Context: an optimization exercise on an open-source flow, tuned for small area. The choices shown serve that exercise and are no tape-out recipe.
Function was checked by simulation only, so behaviour that the tests miss may differ from the original.
Power and IR drop assume default switching activity.

## design/flow/constraint.sdc

```tcl
create_clock -name core_clock -period 10.0 [get_ports {clock}]
set_input_delay 2.0000 -clock core_clock [delete_from_list [all_inputs] [get_ports {clock}]]
set_output_delay 2.0000 -clock core_clock [all_outputs]
set_load 0.01 [all_outputs]
```

## design/flow/design.v

```verilog
module edge_detector
  #(parameter DEBOUNCE = 13)
(
  input clock, reset, din,
  output rising
);
  reg a, c0;
  reg [16:1] chi;
  wire [16:0] cnt = {chi, c0};
  wire leave = ~din & (cnt > DEBOUNCE);
  assign rising = ~a & c0;
  always @(posedge clock or posedge reset)
    if (reset) begin
      a  <= 1'b0;
      c0 <= 1'b0;
    end
    else begin
      a  <= a ? ~leave : c0;
      c0 <= ~c0 & (a ? ~leave : din);
    end
  wire [16:1] inc = chi + {15'd0, c0};
  always @(posedge clock)
    chi <= a ? inc : 16'd0;
endmodule
module dspl_drv_NexysA7
(
  input clock, reset,
  input [3:0] d1, d2, d3, d4,
  output [7:0] an, dec_cat
);
  reg [3:0] div;           
  reg [2:0] dig_selection;
  reg [3:0] selected_dig;
  wire rise = (div == 4'd4);
  always @(posedge clock or posedge reset)
    if (reset) begin
      div           <= 4'd0;
      dig_selection <= 3'd0;
      selected_dig  <= 4'd0;
    end
    else begin
      div <= (div == 4'd9) ? 4'd0 : div + 4'd1;
      if (rise) begin
        dig_selection <= dig_selection + 3'd1;
        case (dig_selection)
          3'd0: selected_dig <= d1;
          3'd1: selected_dig <= d2;
          3'd2: selected_dig <= d3;
          3'd3: selected_dig <= d4;
          default: selected_dig <= 4'd0;
        endcase
      end
    end
  assign an = {4'b1111,
               dig_selection != 3'd4, dig_selection != 3'd3,
               dig_selection != 3'd2, dig_selection != 3'd1};
  reg [6:0] seg;
  always @*
    case (selected_dig)
      4'h0 : seg = 7'b0000001;
      4'h1 : seg = 7'b1001111;
      4'h2 : seg = 7'b0010010;
      4'h3 : seg = 7'b0000110;
      4'h4 : seg = 7'b1001100;
      4'h5 : seg = 7'b0100100;
      4'h6 : seg = 7'b0100000;
      4'h7 : seg = 7'b0001111;
      4'h8 : seg = 7'b0000000;
      4'h9 : seg = 7'b0000100;
      4'hA : seg = 7'b0001000;
      4'hB : seg = 7'b1100000;
      4'hC : seg = 7'b0110001;
      4'hD : seg = 7'b1000010;
      4'hE : seg = 7'b0110000;
      default : seg = 7'b0111000;
    endcase
  assign dec_cat = {seg, 1'b1};
endmodule
module timer
(
  input start,         
  input pause,         
  input stop,          
  input [6:0] min,
  input [6:0] sec,
  input reset,
  input clock,
  output [7:0] an,
  output [7:0] dec_cat,
  output done
);
  reg clk_1;
  reg [8:0] cont;
  reg [6:0] min_left, sec_left;
  reg [1:0] EA;
  wire wrap = (cont == 9'd499);
  wire tick = wrap & ~clk_1;
  always @(posedge clock or posedge reset)
    if (reset) begin
      clk_1 <= 1'b0;
      cont  <= 9'd0;
    end
    else if (wrap) begin
      clk_1 <= ~clk_1;
      cont  <= 9'd0;
    end
    else if (~EA[1])
      cont <= cont + 9'd1;
  always @(posedge clock or posedge reset)
    if (reset)
      EA <= 2'd0;
    else
      case (EA)
        2'd0: if (start) EA <= 2'd1;
        2'd1: if (stop || (min_left == 7'd0 && sec_left == 7'd0)) EA <= 2'd0;
              else if (pause) EA <= 2'd2;
        default: if (pause || start) EA <= 2'd1;
                 else if (stop) EA <= 2'd0;
      endcase
  assign done = (EA == 2'd0);
  always @(posedge clock or posedge reset)
    if (reset) begin
      min_left <= 7'd0;
      sec_left <= 7'd0;
    end
    else if (tick) begin
      if (EA == 2'd0) begin
        min_left <= (min > 7'd99) ? 7'd99 : min;
        sec_left <= (sec > 7'd59) ? 7'd59 : sec;
      end
      else if (EA == 2'd1) begin
        if (sec_left == 7'd0) begin
          min_left <= min_left - 7'd1;
          sec_left <= 7'd59;
        end
        else
          sec_left <= sec_left - 7'd1;
      end
    end
  wire [6:0] uni_min = min_left % 10;
  wire [6:0] dez_min = min_left / 10;
  wire [6:0] uni_seg = sec_left % 10;
  wire [6:0] dez_seg = sec_left / 10;
  dspl_drv_NexysA7 driver (.reset(reset), .clock(clock),
    .d1(uni_seg[3:0]), .d2(dez_seg[3:0]), .d3(uni_min[3:0]), .d4(dez_min[3:0]),
    .an(an), .dec_cat(dec_cat));
endmodule
module ctrl_microondas
(
  input start,
  input stop,
  input pause,
  input porta,
  input mais,
  input menos,
  input potencia,
  input [1:0] min_mode,
  input sec_mode,
  input reset,
  input clock,
  output [7:0] an,
  output [7:0] dec_cat,
  output [2:0] potencia_rgb
);
  localparam DEBOUNCE = 13;   
  wire start_ed, pause_ed, stop_ed, mais_ed, menos_ed;
  wire t_pause_ed, done_ed;
  reg [1:0] EA;
  reg [6:0] min, sec;
  reg [1:0] sel_potencia;
  reg porta_pause;
  reg t_start_ed, t_stop_ed;    
  edge_detector #(.DEBOUNCE(DEBOUNCE)) startf (.clock(clock), .reset(reset), .din(start), .rising(start_ed));
  edge_detector #(.DEBOUNCE(DEBOUNCE)) pausef (.clock(clock), .reset(reset), .din(pause), .rising(pause_ed));
  edge_detector #(.DEBOUNCE(DEBOUNCE)) stopf (.clock(clock), .reset(reset), .din(stop), .rising(stop_ed));
  edge_detector #(.DEBOUNCE(DEBOUNCE)) menosf (.clock(clock), .reset(reset), .din(menos), .rising(menos_ed));
  edge_detector #(.DEBOUNCE(DEBOUNCE)) maisf (.clock(clock), .reset(reset), .din(mais), .rising(mais_ed));
  edge_detector #(.DEBOUNCE(DEBOUNCE)) tpausef (.clock(clock), .reset(reset), .din(porta_pause), .rising(t_pause_ed));
  timer timepp (.clock(clock), .reset(reset), .start(t_start_ed), .pause(t_pause_ed), .stop(t_stop_ed),
                .min(min), .sec(sec), .done(done_ed), .an(an), .dec_cat(dec_cat));
  always @(posedge clock or posedge reset)
    if (reset) begin
      porta_pause <= 1'b0;
      t_start_ed  <= 1'b0;
      t_stop_ed   <= 1'b0;
    end
    else begin
      porta_pause <= pause_ed | porta;
      t_start_ed  <= start_ed;
      t_stop_ed   <= stop_ed;
    end
  always @(posedge clock or posedge reset)
    if (reset)
      EA <= 2'd0;
    else
      case (EA)
        2'd0: if (start_ed) EA <= 2'd3;
        2'd1: if (porta_pause) EA <= 2'd2;
              else if (stop_ed || done_ed) EA <= 2'd0;
        2'd2: if (start_ed || porta_pause) EA <= 2'd1;
        default: if (!done_ed) EA <= 2'd1;
      endcase
  always @(posedge clock or posedge reset)
    if (reset) begin
      min <= 7'd0;
      sec <= 7'd0;
    end
    else if (EA == 2'd1) begin
      min <= 7'd0;
      sec <= 7'd0;
    end
    else if (!potencia) begin
      if (min_mode[1]) begin
        if (mais_ed) begin
          if (min >= 7'd90) begin
            min <= 7'd99;
            sec <= 7'd59;
          end
          else
            min <= min + 7'd10;
        end
        else if (menos_ed)
          min <= min - 7'd10;
      end
      else if (min_mode[0]) begin
        if (mais_ed) min <= min + 7'd1;
        else if (menos_ed) min <= min - 7'd1;
      end
      else if (sec_mode) begin
        if (mais_ed) sec <= sec + 7'd10;
        else if (menos_ed) sec <= sec - 7'd10;
      end
      else begin
        if (mais_ed) sec <= sec + 7'd1;
        else if (menos_ed) sec <= sec - 7'd1;
      end
    end
  always @(posedge clock or posedge reset)
    if (reset)
      sel_potencia <= 2'd0;
    else if (potencia && EA == 2'd0) begin
      if (mais_ed)
        sel_potencia <= (sel_potencia == 2'd0) ? 2'd1 : 2'd2;
      else if (menos_ed)
        sel_potencia <= (sel_potencia == 2'd2) ? 2'd1 : 2'd0;
    end
  assign potencia_rgb = (EA[0] && !porta_pause) ?
                        {sel_potencia[1], sel_potencia == 2'd1, sel_potencia == 2'd0} : 3'b000;
endmodule
```

## design/flow/config.mk

```make
export PLATFORM = sky130hd
export DESIGN_NAME = ctrl_microondas
export DESIGN_NICKNAME = ctrl_microondas
export VERILOG_FILES = /design/flow/design.v
export SDC_FILE = /design/flow/constraint.sdc
export NUM_CORES = 4
export LEC_CHECK = 0
export CAP_MARGIN = 20
export CORE_MARGIN = 2
export CORE_UTILIZATION = 40
export SLEW_MARGIN = 20
```

## design/flow/run.sh

```bash
#!/bin/bash
# synth_recipe.tcl (not shown) runs the flow's synth.tcl, then flattens the netlist and writes it again
# the make line also repeats each setting of config.mk as NAME=value (left out here)
make -C /OpenROAD-flow-scripts/flow DESIGN_CONFIG=/design/flow/config.mk WORK_HOME=/design/flow/orfs CLKGATE_MAP_FILE= SYNTH_SCRIPT=/design/flow/synth_recipe.tcl finish
```

==> results.yml <==
synthesis:
  synth_area_leaders: "dfxtp_1, dfrtp_1, ha_1"
  yosysSeqAreaShare: 0.377
  synth-main-ff-cell: "dfxtp_1"
  synth.top_cell.area_share: 0.197
  syn_inst: 1127
  avgSynthCellArea_sq_um: 8.65
  synth_top_area_cell: "dfxtp_1"
  yosysUniqueCellTypes: 82
  async_reset_ff_frac: 0.422
  synth_most_common_cell: "nor2_1"
  ys_top_cells_by_count: "nor2_1, dfxtp_1, nand2_1"
  synth_edf_count: 0
  ys_ff_latch: 166
  syn_area_sq_um: 9750
  synth_warnings: 4
pwr:
  power_density_nw_per_um2: 198
  vdd_drop_max_mv: 0.115
  p_leak_nw: 4.38
  power.total_w: 0.00213
grt:
  grt_max_degree: 71
  overflow: 0
  grt_pass1_wl_microns: 34700
  antenna_found_initial: 0
  first_global_vias: 7213
  grtUsageTotal: 0.161
critical_path:
  timing.rr.end: "timepp.driver.selected_dig[2]"
  rrSetupSlack_ns: 5.94
  cp.arrival_ns: 2.43
  required_ns: 8.00
  critPathLaunchType: "flip-flop"
  crit_start: "timepp.driver.dig_selection[0]"
  end_kind: "output pin"
  endpoint: "an[1]"
  r2r_start: "timepp.driver.dig_selection[0]"
  cp_max_fo: 14
  r2r_cells: 14
  path_class: "reg2out"
finish:
  fillers: 2473
  drive_above_1_share: 0.0519
  fin_area_sq_um: 10800
  antennaDiodeCount: 0
  area_delta_synth_final_pct: 10.4
  finalNetCount: 1187
detailed_routing:
  drt_first_pass_iters: 4
  avgRoutedWirePerCell_microns: 13.8
  wl_microns: 20200
  drt_iter0_drc: 438
  drc: 0
  via_per_inst: 5.27
  vias: 7693
  ant_nets: 0
clock_tree:
  htreeDepth: 4
  cts_hold_buf: 0
  clkTransAtPathRegs_ns: 0.07
  cts_buffer_depth: 2
  cts-root-buf: "clkbuf_16"
  cts-resized-gates: 0
  clock_latency_ns: 0.43
  cts_tree: "built"
  cts_buffers: 17
  cts_sinks: 166
  postCtsSetupBuffers: 0
sta:
  hold_viol_final: 0
  rsz0062_at_grt: "no"
  setup_tns_ns: 0
  worst_pin_slew_ns: 0.958
  period_needed_ns: 4.43
  maxSlewViolCount: 0
  timing.fmax_mhz: 226
  skew_ns: 0.0119
  fin_crit_sh: 0.443
  finalSetupViolCount: 0
  max-slew-margin-rel: 0.361
floorplanning:
  dieArea_sq_um: 25600
  floorplan.initialDensity: 0.404
  chipWidth_microns: 160
  die_y_microns: 160
  coreArea_sq_um: 24100
  io_pins: 31
  rows: 57
flow_run:
  maxCapViolCount: 0
placed_design:
  portBuffers: 25
  place_congestion: 0.828
  place_area_sq_um: 10200
  dp_hpwl_microns: 13800
worst_hold_path:
  hold_class: "reg2reg"
run_status:
  run_status: "timing/DRC/antenna clean"
-- worst max-delay path: stages (launching register included) --
cell and delay (ns):
dfrtp_1 0.47, inv_1 0.17, ha_1 0.28, nor2b_4 0.35, inv_2 0.20, clkdlybuf4s50_1 0.53
-- area by class of cell --
cell class / count / area, sq um / share of cell area
multi-input combinational: 867 / 5690 / 0.529
sequential: 166 / 3670 / 0.342
clock buffer: 19 / 443 / 0.0412
tap: 324 / 405 / 0.0377
timing repair buffer: 28 / 273 / 0.0254
inverter: 44 / 166 / 0.0155
clock inverter: 13 / 110 / 0.0102
-- worst min-delay path by stage --
stage / start / to / slack, ns / cells past startpoint
floorplan: t_start_ed / timepp.EA[1] / 0.42 / 1
global placement: timepp.cont[8] / timepp.cont[8] / 0.46 / 1
detailed placement: timepp.cont[8] / timepp.cont[8] / 0.46 / 1
CTS: timepp.cont[8] / timepp.cont[8] / 0.48 / 1
global route: timepp.cont[8] / timepp.cont[8] / 0.50 / 1
finish: timepp.cont[8] / timepp.cont[8] / 0.48 / 1
-- state kept, by name, indices dropped and copies added, names as in the netlist, 9 cells and up --
| register | cells |
|---|---|
| maisf.chi | 16 |
| menosf.chi | 16 |
| pausef.chi | 16 |
| startf.chi | 16 |
| stopf.chi | 16 |
| timepp.cont | 9 |
| tpausef.chi | 16 |
-- metal layers --
metal	wire length [microns]	part of all wire	GRT usage	vias up
met1	10100	0.50	0.220	3620
met3	505	0.025	0.0288	15
met2	9290	0.46	0.266	95
met4	216	0.011	0.0426	0
li1	-	-	-	3963
met5	0	0	0	-
-- power by group --
part | internal [W] | switching (W) | total [W]
clock network | 0.000332 | 0.000297 | 0.000629
registers | 0.000765 | 0.000149 | 0.000914
logic | 0.000268 | 0.000320 | 0.000587
-- cells by family (layout without fill, tap and decap cells) --
logic type,after synthesis,in the layout,share of synthesized area
AO/OA/AOI/OAI,218,218,0.146
XOR/XNOR,102,102,0.0917
adder cells (fa/ha/maj),51,51,0.0678
buffers and inverters,98,104,0.0418
flip-flops,166,166,0.377
multiplexers,26,26,0.0293
other,1,5,0.000385
AND/OR/NAND/NOR,465,465,0.246
-- cell usage in the layout, fill, tap and decap left out, drive strengths merged, types with 12 or more instances in the layout --
cell	n
nor2	112
dfxtp	96
nand2	86
dfrtp	70
o21ai	67
and2	55
xnor2	54
inv	49
xor2	48
ha	48
a21oi	44
nand3	43
nor3	36
and3	26
clkdlybuf4s50	25
nand4	22
a31oi	21
nor2b	19
clkbuf	19
mux2i	18
nand2b	13
nor4	12
-- stage by stage --
step | worst slack [ns] | cells | utilization | hold slack, ns
2_1_floorplan | 6.23 | 1131 | - | 0.423
3_5_place_dp | 5.70 | 1428 | 0.423 | 0.461
6_report | 5.57 | 1461 | 0.446 | 0.477
4_1_cts | 5.57 | 1460 | 0.446 | 0.477
5_1_grt | 5.44 | 1461 | 0.446 | 0.499
3_3_place_gp | 5.77 | 1428 | 0.423 | 0.459

## afterwards: timing with drivers on the ports
Ports are ideal in the flow. The routed layout listed here was re-timed in OpenROAD.
Step 1: set_driving_cell puts a clkbuf_16 on clock and a buf_2 on each other input, an assumption about the parent block.
Step 2 also shifts input and output timing later by t, the mid clock arrival at the registers, as if the neighbouring blocks saw the same clock.
Three values: ideal, step 1, step 2; two values: the first two.
t (ns): 0.473
slack for setup (ns): 5.569 / 5.522 / 5.922
worst hold slack (ns): 0.477 / 0.477 / 0.477
worst data-port slew with drivers (ns): 0.06
After both steps setup and hold are still met in this run. For this run, drivers alone change the setup slack by -0.047 ns; drivers and shift together by +0.353 ns.
